Background: an optimization exercise with open tools, aiming at small area. Do not read the settings as production practice. In this exercise RTL edits were held to simulation tests only and were not proved equivalent to the original. Power and IR drop assume default switching activity.

// cpu
module cpu(
	input clk_from_external,
	input [31:0] inputdata_from_external_bus,
	input reset_from_external,
	input interrupt_from_external,
	output reg [31:0] outputdata_to_external_bus,
	output reg [31:0] address_to_external_bus_from_cpu,
	output reg [3:0] control_output_to_external_bus,
	output reg interrupt_grant_from_pc
);
For scale: roughly 4100 cells after synthesis, ~100 I/O pins, about 47000 um^2 of cells after synthesis.
clock: 14.0 ns
lec_check: 0
cap_margin: 20
core_margin: 2
core_utilization: 70
place_density: 0.85
slew_margin: 20
synth_hierarchical: 1
synth_minimum_keep_size: 0
buffer_ports_args: -buffer_cell sky130_fd_sc_hd__buf_1
cts_args: -sink_clustering_enable -repair_clock_nets -dont_use_dummy_load -buf_list sky130_fd_sc_hd__clkbuf_8 -sink_clustering_size 13 -sink_clustering_max_diameter 80 -sink_buffer_max_cap_derate 0.3
standard.sh (not shown) runs the stock make flow with config.mk's settings and CLKGATE_MAP_FILE= SYNTH_SCRIPT=/design/flow/synth_recipe.tcl, a recipe that flattens the netlist after the stock synthesis.
==> flow/flow/run.sh <==
#!/bin/bash
# Layout flow: the standard flow (standard.sh), with two settings added to
# its config.mk: ports buffered with the smallest buffer cell, and clock tree
# synthesis without dummy loads. Each tool's output goes to its own log.
set -e
cp standard.sh standard_sh.txt
cat >> config.mk <<'EOC'
export BUFFER_PORTS_ARGS = -buffer_cell sky130_fd_sc_hd__buf_1
export CTS_ARGS = -sink_clustering_enable -repair_clock_nets -dont_use_dummy_load -buf_list sky130_fd_sc_hd__clkbuf_8 -sink_clustering_size 13 -sink_clustering_max_diameter 80 -sink_buffer_max_cap_derate 0.3
EOC
cp config.mk config_mk.txt
bash standard.sh > standard.log 2>&1
The first run completed without violations.
Then changed:
CORE_UTILIZATION = 60   (was 70)
PLACE_DENSITY = 0.7   (was 0.85)
Result: The changed run finished with timing, DRC and antenna clean; final area went up by 1.2%; hold slack gets better by 0.0052 ns; global-route usage is lower by 7.4 points; synthesized area is unchanged; register-to-register slack improved by 0.40 ns; via count falls by 4.5%; critical path depth falls by 2; synthesized cell count stays the same; maximum frequency increases by 3.3%; utilization goes down by 10 points; first-iteration DRC count shrinks by 20%.

* * *

cpu, a different RTL version from the one above (not shown whole).
Size: ~4100 cells after synthesis, roughly 100 I/O pins, about 0.048 mm2 of cells after synthesis.
clock: 14.0 ns
lec_check: 0
cap_margin: 20
core_margin: 2
core_utilization: 60
place_density: 0.7
slew_margin: 20
synth_hierarchical: 1
synth_minimum_keep_size: 0
buffer_ports_args: -buffer_cell sky130_fd_sc_hd__buf_1
cts_args: -sink_clustering_enable -repair_clock_nets -dont_use_dummy_load -buf_list sky130_fd_sc_hd__clkbuf_8 -sink_clustering_size 30
==> flow/flow/run.sh <==
#!/bin/bash
# Layout flow: the standard flow (standard.sh), with two settings added to
# its config.mk: ports buffered with the smallest buffer cell, and clock tree
# synthesis without dummy loads. Each tool's output goes to its own log.
set -e
cp standard.sh standard_sh.txt
cat >> config.mk <<'EOC'
export BUFFER_PORTS_ARGS = -buffer_cell sky130_fd_sc_hd__buf_1
export CTS_ARGS = -sink_clustering_enable -repair_clock_nets -dont_use_dummy_load -buf_list sky130_fd_sc_hd__clkbuf_8 -sink_clustering_size 30
EOC
cp config.mk config_mk.txt
bash standard.sh > standard.log 2>&1
Edit:
--- a/flow/flow/run.sh
+++ b/flow/flow/run.sh
@@ -7,5 +7,5 @@
 cat >> config.mk <<'EOC'
 export BUFFER_PORTS_ARGS = -buffer_cell sky130_fd_sc_hd__buf_1
-export CTS_ARGS = -sink_clustering_enable -repair_clock_nets -dont_use_dummy_load -buf_list sky130_fd_sc_hd__clkbuf_8 -sink_clustering_size 30
+export CTS_ARGS = -sink_clustering_enable -repair_clock_nets -dont_use_dummy_load -buf_list sky130_fd_sc_hd__clkbuf_8 -sink_clustering_size 13 -sink_clustering_max_diameter 80 -sink_buffer_max_cap_derate 0.3
 EOC
 cp config.mk config_mk.txt
Settings changed: CTS_ARGS -sink_clustering_enable -repair_clock_nets -dont_use_dummy_load -buf_list sky130_fd_sc_hd__clkbuf_8 -sink_clustering_size 30 to -sink_clustering_enable -repair_clock_nets -dont_use_dummy_load -buf_list sky130_fd_sc_hd__clkbuf_8 -sink_clustering_size 13 -sink_clustering_max_diameter 80 -sink_buffer_max_cap_derate 0.3.
What happened:
- The new run completed with no timing, DRC or antenna violations
- power came out lower by about 9%
- wire length went down by 0.86%
- clock skew increases by 0.064 ns
- combinational power stays flat
- first-iteration DRC count went down by 0.78%
- count of clock-buffer cells in the layout went down by 78
- worst setup slack loses 0.025 ns
Edit:
==> flow/run.sh (new file) <==
#!/bin/bash
# synth_recipe.tcl (not shown) runs the flow's synth.tcl, then flattens the netlist and writes it again
# the make line also repeats each setting of config.mk as NAME=value (left out here)
make -C /OpenROAD-flow-scripts/flow DESIGN_CONFIG=/design/flow/config.mk WORK_HOME=/design/flow/orfs CLKGATE_MAP_FILE= SYNTH_SCRIPT=/design/flow/synth_recipe.tcl finish
Settings changed: BUFFER_PORTS_ARGS -buffer_cell sky130_fd_sc_hd__buf_1 to not set, CAP_MARGIN 20 to 0, CTS_ARGS -sink_clustering_enable -repair_clock_nets -dont_use_dummy_load -buf_list sky130_fd_sc_hd__clkbuf_8 -sink_clustering_size 13 -sink_clustering_max_diameter 80 -sink_buffer_max_cap_derate 0.3 to not set, CTS_BUF_LIST set to sky130_fd_sc_hd__clkbuf_8, CTS_CLUSTER_SIZE set to 30, SLEW_MARGIN 20 to 0.
removed: flow/flow/run.sh
removed: flow/standard.sh
Non-clock buffer count climbs by 21.
Via count goes up by 2.8%.
Setup slack improves by 0.39 ns.
Sequential share of layout area drops by 3.1 points.
Total power grows by 23%.

* * *

alpha:
Another version of the RTL of cpu (not shown whole).
For scale: ~4,000 cells after synthesis, about 100 I/O pins.
==> flow/config.mk <==
export PLATFORM = sky130hd
export DESIGN_NAME = cpu
export DESIGN_NICKNAME = cpu
export VERILOG_FILES = /design/flow/design.v
export SDC_FILE = /design/flow/constraint.sdc
export NUM_CORES = 4
export LEC_CHECK = 0
export CAP_MARGIN = 20
export CORE_MARGIN = 2
export CORE_UTILIZATION = 75
export PLACE_DENSITY = 0.9
export SLEW_MARGIN = 20
export SYNTH_HIERARCHICAL = 1
export SYNTH_MINIMUM_KEEP_SIZE = 0
export BUFFER_PORTS_ARGS = -buffer_cell sky130_fd_sc_hd__buf_1
export CTS_ARGS = -sink_clustering_enable -repair_clock_nets -dont_use_dummy_load -buf_list sky130_fd_sc_hd__clkbuf_8 -sink_clustering_size 16 -sink_clustering_max_diameter 80 -sink_buffer_max_cap_derate 0.3
==> flow/constraint.sdc <==
create_clock -name core_clock -period 14.0 [get_ports {clk_from_external}]
set_input_delay 2.8000 -clock core_clock [delete_from_list [all_inputs] [get_ports {clk_from_external}]]
set_output_delay 2.8000 -clock core_clock [all_outputs]
set_load 0.01 [all_outputs]
==> flow/flow/run.sh <==
#!/bin/bash
# Layout flow: the standard flow (standard.sh), with two settings added to
# its config.mk: ports buffered with the smallest buffer cell, and clock tree
# synthesis without dummy loads. Each tool's output goes to its own log.
set -e
cp standard.sh standard_sh.txt
cat >> config.mk <<'EOC'
export BUFFER_PORTS_ARGS = -buffer_cell sky130_fd_sc_hd__buf_1
export CTS_ARGS = -sink_clustering_enable -repair_clock_nets -dont_use_dummy_load -buf_list sky130_fd_sc_hd__clkbuf_8 -sink_clustering_size 16 -sink_clustering_max_diameter 80 -sink_buffer_max_cap_derate 0.3
EOC
cp config.mk config_mk.txt
bash standard.sh > standard.log 2>&1
alpha reached the final stage; the timing, design-rule and antenna checks on its layout passed.
Setup changes, alpha to beta
Settings: CORE_UTILIZATION: 75 -> 70; PLACE_DENSITY: 0.9 -> 0.85.
### Flow results
- Summary: with alpha as the reference, horizontal extent of the die in beta moved up by a few percent.
- Relative to alpha, post-route core utilization decreased by 6.0 points in beta.
- As of beta, count of cell instances traversed by the critical path had risen by a few percent compared to alpha.
- Relative to alpha, first-iteration DRC count has decreased by 1,354 in beta.
- Compared with alpha, beta shows total power of the final layout that has gone down slightly.
- Required time at the worst-slack endpoint is lower on beta
- Cell with the largest stage delay on the worst path: sky130_fd_sc_hd__mux2i_1 -> alpha, sky130_fd_sc_hd__nand4b_1 -> beta
- Between beta and alpha, the difference in final area is negligible.
- beta vs alpha, arrival time of the worst setup path went down by 90 ps.
- Met2 capacity usage during global routing delta for beta relative to alpha: 7.0 points lower
- [beta] cell count after placement rose 0.75% relative to alpha
For gamma, these inputs were changed with respect to beta:
Settings: CORE_UTILIZATION: 70 -> 60; PLACE_DENSITY: 0.85 -> 0.7; CTS_ARGS: -sink_clustering_enable -repair_clock_nets -dont_use_dummy_load -buf_list sky130_fd_sc_hd__clkbuf_8 -sink_clustering_size 16 -sink_clustering_max_diameter 80 -sink_buffer_max_cap_derate 0.3 -> -sink_clustering_enable -repair_clock_nets -dont_use_dummy_load -buf_list sky130_fd_sc_hd__clkbuf_8 -sink_clustering_size 13 -sink_clustering_max_diameter 80 -sink_buffer_max_cap_derate 0.3.
diff --git a/flow/flow/run.sh b/flow/flow/run.sh
--- a/flow/flow/run.sh
+++ b/flow/flow/run.sh
@@ -9 +9 @@
-export CTS_ARGS = -sink_clustering_enable -repair_clock_nets -dont_use_dummy_load -buf_list sky130_fd_sc_hd__clkbuf_8 -sink_clustering_size 16 -sink_clustering_max_diameter 80 -sink_buffer_max_cap_derate 0.3
+export CTS_ARGS = -sink_clustering_enable -repair_clock_nets -dont_use_dummy_load -buf_list sky130_fd_sc_hd__clkbuf_8 -sink_clustering_size 13 -sink_clustering_max_diameter 80 -sink_buffer_max_cap_derate 0.3
==> notes.md <==
- Relative to beta, final cell area excluding filler cells increased by 1.3% in gamma.
- NOTE area of the core region beta->gamma increased by more than 10%
- On timing-limited maximum frequency, beta and gamma are neck and neck.

[static timing again, ports no longer ideal]
The flow's constraints put no driver on any port. The routed layouts listed below were extracted and timed again, unchanged, in two steps.
Step 1 (the two cells are an assumption about what drives the block):
set clk [get_ports {clk_from_external}]
set_driving_cell -lib_cell sky130_fd_sc_hd__clkbuf_16 $clk
set_driving_cell -lib_cell sky130_fd_sc_hd__buf_2 [delete_from_list [all_inputs] $clk]
Step 2 moves the port delays by t, midway between the first and last clock arrival at a register: inputs arrive t later, outputs are due t later. That takes back most of the time a late clock gives input paths.
Slacks: no drivers / after step 1 / after step 2; pairs: no drivers / after step 1.
run | shift t [ns] | setup slack, ns | worst register clock-pin slew, ns | worst slew at a driven data input, ns | cell pins on the clock port's net
the first run of note 1 | 0.823 | 0.424 / 0.473 / -0.350 | 0.10 / 0.10 | 0.03 | 1
the second run of note 1 | 0.787 | 0.857 / 0.898 / 0.111 | 0.09 / 0.09 | 0.04 | 1
the first run of note 2 | 0.869 | 0.368 / 0.412 / -0.457 | 0.07 / 0.07 | 0.05 | 1
the second run of note 2 | 0.777 | 0.343 / 0.388 / -0.390 | 0.10 / 0.10 | 0.05 | 1
the third run of note 2 | 0.918 | 0.735 / 0.780 / -0.139 | 0.08 / 0.08 | 0.06 | 1
alpha | 0.787 | 1.111 / 1.158 / 0.371 | 0.11 / 0.11 | 0.05 | 1
beta | 0.787 | 1.119 / 1.125 / 0.338 | 0.11 / 0.11 | 0.06 | 1
gamma | 0.798 | 1.099 / 1.139 / 0.340 | 0.09 / 0.09 | 0.04 | 1
Met with ideal ports but missed after step 2: setup timing in the first run of note 1, the first run of note 2, the second run of note 2 and the third run of note 2. The setup slack of the third run of note 2, which loses most, moves by +0.045 ns with the drivers and by -0.874 ns with both steps.
